Background: an optimization exercise with open tools, aiming at small area and a short achievable clock period. Do not read the settings as production practice. Where RTL was checked, it was by simulation tests only, not by an equivalence proof against the original.

== east ==
// yadan_riscv
module yadan_riscv(
    input  wire             clk,
    input  wire             rst_n,
    input  wire [7:0]  int_flag_i,
    output wire             M0_HBUSREQ,      
    input  wire             M0_HGRANT,       
    output wire  [31:0]     M0_HADDR,        
    output wire  [ 1:0]     M0_HTRANS,       
    output wire  [ 2:0]     M0_HSIZE,        
    output wire  [ 2:0]     M0_HBURST,       
    output wire  [ 3:0]     M0_HPROT,       
    output wire             M0_HLOCK,       
    output wire             M0_HWRITE,       
    output wire  [31:0]     M0_HWDATA,      
    output wire             M1_HBUSREQ,
    input  wire             M1_HGRANT,
    output wire  [31:0]     M1_HADDR,
    output wire  [ 1:0]     M1_HTRANS,
    output wire  [ 2:0]     M1_HSIZE,
    output wire  [ 2:0]     M1_HBURST,
    output wire  [ 3:0]     M1_HPROT,
    output wire             M1_HLOCK,
    output wire             M1_HWRITE,
    output wire  [31:0]     M1_HWDATA,
    input  wire  [31:0]     M_HRDATA,       
    input  wire  [ 1:0]     M_HRESP,         
    input  wire             M_HREADY         
);
For scale: ~12000 cells after synthesis, roughly 2300 flip-flops, roughly 130000 um2 of cells after synthesis.
Settings: LEC_CHECK=0, CAP_MARGIN=20, CORE_MARGIN=2, CORE_UTILIZATION=40, SLEW_MARGIN=20; clock period 11.0 ns.
standard.sh (not shown) runs the stock make flow with config.mk's settings and CLKGATE_MAP_FILE= SYNTH_SCRIPT=/design/flow/synth_recipe.tcl, a recipe that flattens the netlist after the stock synthesis.
==> flow/flow/run.sh <==
#!/bin/bash
set -euo pipefail
bash standard.sh SETUP_SLACK_MARGIN=6 "BUFFER_PORTS_ARGS=-buffer_cell sky130_fd_sc_hd__buf_4" finish > flow_make.log 2>&1
Here is what was changed in the inputs of middle compared with east.
--- a/flow/design.v
+++ b/flow/design.v
@@ -2363,47 +2363,45 @@
 endmodule  
 module if_id(
     input   wire        clk,
     input   wire        rst_n,
     input   wire[31:0]      pc_i,    
     input   wire[31:0]          inst_i,  
     input   wire                stalled_i,
     input   wire                flush_i,
     output  reg[31:0]       pc_o,
     output  reg[31:0]           inst_o,
-    output  reg[11:0]               rs1_sel_o,
-    output  reg[11:0]               rs2_sel_o
+    output  reg[32-1:1]        rs1_sel_o,
+    output  reg[32-1:1]        rs2_sel_o
 );
-    function [11:0] predec(input [4:0] a);
+    function [32-1:1] onehot(input [4:0] a);
         integer k;
-        begin
-            for (k = 0; k < 8; k = k + 1) predec[4 + k] = (a[4:2] == k);
-            for (k = 0; k < 4; k = k + 1) predec[k] = (a[1:0] == k);
-        end
+        for (k = 1; k < 32; k = k + 1)
+            onehot[k] = (a == k);
     endfunction
     always @(posedge clk or negedge rst_n) begin
         if (rst_n == 1'b0) begin
             pc_o      <= 32'h00000000;
             inst_o    <= 32'h00000000;
-            rs1_sel_o <= 12'b0;
-            rs2_sel_o <= 12'b0;
+            rs1_sel_o <= 31'b0;
+            rs2_sel_o <= 31'b0;
         end else begin
             if (flush_i == 1) begin
                 pc_o      <= 32'h00000000;
                 inst_o    <= 32'h00000000;
-                rs1_sel_o <= 12'b0;
-                rs2_sel_o <= 12'b0;
+                rs1_sel_o <= 31'b0;
+                rs2_sel_o <= 31'b0;
             end else if (stalled_i == 1'b0) begin
                 pc_o      <= pc_i;
                 inst_o    <= inst_i;
-                rs1_sel_o <= predec(inst_i[19:15]);
-                rs2_sel_o <= predec(inst_i[24:20]);
+                rs1_sel_o <= onehot(inst_i[19:15]);
+                rs2_sel_o <= onehot(inst_i[24:20]);
             end
         end
     end
 endmodule
 module interrupt_ctrl(
     input   wire                    clk,
     input   wire                    rst_n,
     input   wire    [7:0]      int_flag_i,
     input   wire    [31:0]      inst_i,
     input   wire    [31:0]  inst_addr_i,
@@ -2590,23 +2588,23 @@
         end
     end
 endmodule  
 module regsfile
 (
     input   wire        clk,
     input   wire        rst_n,
     input   wire                we_i,
     input   wire[4:0]   waddr_i,
     input   wire[31:0]       wdata_i,
-    input   wire[11:0]          rsel1_i,
+    input   wire[32-1:1]   rsel1_i,
     output  wire[31:0]       rdata1_o,
-    input   wire[11:0]          rsel2_i,
+    input   wire[32-1:1]   rsel2_i,
     output  wire[31:0]       rdata2_o
 );
     reg [31:0]     reg_Q [1:32-1];
     reg [32-1:1] valid;
     wire [32-1:1] wen;
     genvar i;
     generate
         for (i = 1; i < 32; i = i + 1) begin : g_reg
             assign wen[i] = we_i && (waddr_i == i);
             always @(posedge clk) begin
@@ -2614,41 +2612,34 @@
                     reg_Q[i] <= wdata_i;
             end
             always @(posedge clk or negedge rst_n) begin
                 if (rst_n == 1'b0)
                     valid[i] <= 1'b0;
                 else if (wen[i])
                     valid[i] <= 1'b1;
             end
         end
     endgenerate
-    wire [32-1:1] sel1, sel2;
-    generate
-        for (i = 1; i < 32; i = i + 1) begin : g_sel
-            assign sel1[i] = rsel1_i[4 + i / 4] & rsel1_i[i % 4];
-            assign sel2[i] = rsel2_i[4 + i / 4] & rsel2_i[i % 4];
-        end
-    endgenerate
-    wire [32-1:1] s1 = sel1 & valid;
-    wire [32-1:1] s2 = sel2 & valid;
+    wire [32-1:1] s1 = rsel1_i & valid;
+    wire [32-1:1] s2 = rsel2_i & valid;
     reg  [31:0] word1, word2;
     integer k;
     always @(*) begin
         word1 = 32'b0;
         word2 = 32'b0;
         for (k = 1; k < 32; k = k + 1) begin
             word1 = word1 | (reg_Q[k] & {32{s1[k]}});
             word2 = word2 | (reg_Q[k] & {32{s2[k]}});
         end
     end
-    assign rdata1_o = (|(sel1 & wen)) ? wdata_i : word1;
-    assign rdata2_o = (|(sel2 & wen)) ? wdata_i : word2;
+    assign rdata1_o = (|(rsel1_i & wen)) ? wdata_i : word1;
+    assign rdata2_o = (|(rsel2_i & wen)) ? wdata_i : word2;
 endmodule  
 module yadan_riscv(
     input  wire             clk,
     input  wire             rst_n,
     input  wire [7:0]  int_flag_i,
     output wire             M0_HBUSREQ,      
     input  wire             M0_HGRANT,       
     output wire  [31:0]     M0_HADDR,        
     output wire  [ 1:0]     M0_HTRANS,       
     output wire  [ 2:0]     M0_HSIZE,        
@@ -2680,22 +2671,22 @@
     wire[31:0]           rom_data;    
     wire[31:0]           ram_addr;    
     wire                    ram_ce;
     wire                    ram_we;
     wire[2:0]               ram_sel;
     wire[31:0]           ram_wdata;
     wire[31:0]           ram_rdata;   
     wire[31:0]      if_pc;
     wire[31:0]      if_id_pc;
     wire[31:0]          if_id_inst;
-    wire[11:0]              if_id_rs1_sel;
-    wire[11:0]              if_id_rs2_sel;
+    wire[32-1:1]       if_id_rs1_sel;
+    wire[32-1:1]       if_id_rs2_sel;
     wire                    id_reg1_read;
     wire                    id_reg2_read;
     wire[4:0]       id_reg1_addr;
     wire[4:0]       id_reg2_addr;
     wire[31:0]           reg1_data;
     wire[31:0]           reg2_data;
     wire[31:0]      id_pc;
     wire[31:0]          id_inst;
     wire[5:0]         id_aluop;
     wire[3:0]        id_alusel;
==> comparison <==
- middle vs east: hold slack up in middle
- As far as I/O pin count goes, middle and east are indistinguishable; the numbers are identical.
- Measured against each other, middle and east differ in relative slew slack, the lower figure coming from east.
- Compared with east, flip-flop and latch count in middle increased slightly.
- Largest net degree at the start of global routing went up by a little under 10% going from east to middle.
- The run showing the smaller quantity of gates resized following cts is east.
- east → middle: detail-routed via count per cell up about 1.6%, met1 usage up 3.7 points.
The RTL of middle was laid out without a check of its function.

[afterwards: timing with drivers on the ports]
No port has a modelled driver above. Below, the same layouts with a new extraction and two added sets of constraints. Step 1: set_driving_cell puts a clkbuf_16 on clk and a buf_2 on each other input, an assumption about the parent block. Step 2 also shifts input and output timing later by t, the mid clock arrival at the registers, as if the neighbouring blocks saw the same clock. Three values: no drivers, after step 1, after step 2; two values: the first two.
run	t (ns)	setup WS [ns]	worst hold slack (ns)	clock arrival spread, ns	pins driven straight from the clock port
east	1.040	5.945 / 5.945 / 5.302	0.336 / 0.336 / 0.336	0.095 / 0.095	1
middle	1.038	5.927 / 5.917 / 5.226	0.366 / 0.366 / 0.366	0.102 / 0.102	1
After both steps setup and hold are still met in every run listed. The setup slack of middle, which loses most, moves by -0.010 ns with the drivers and by -0.701 ns with both steps.
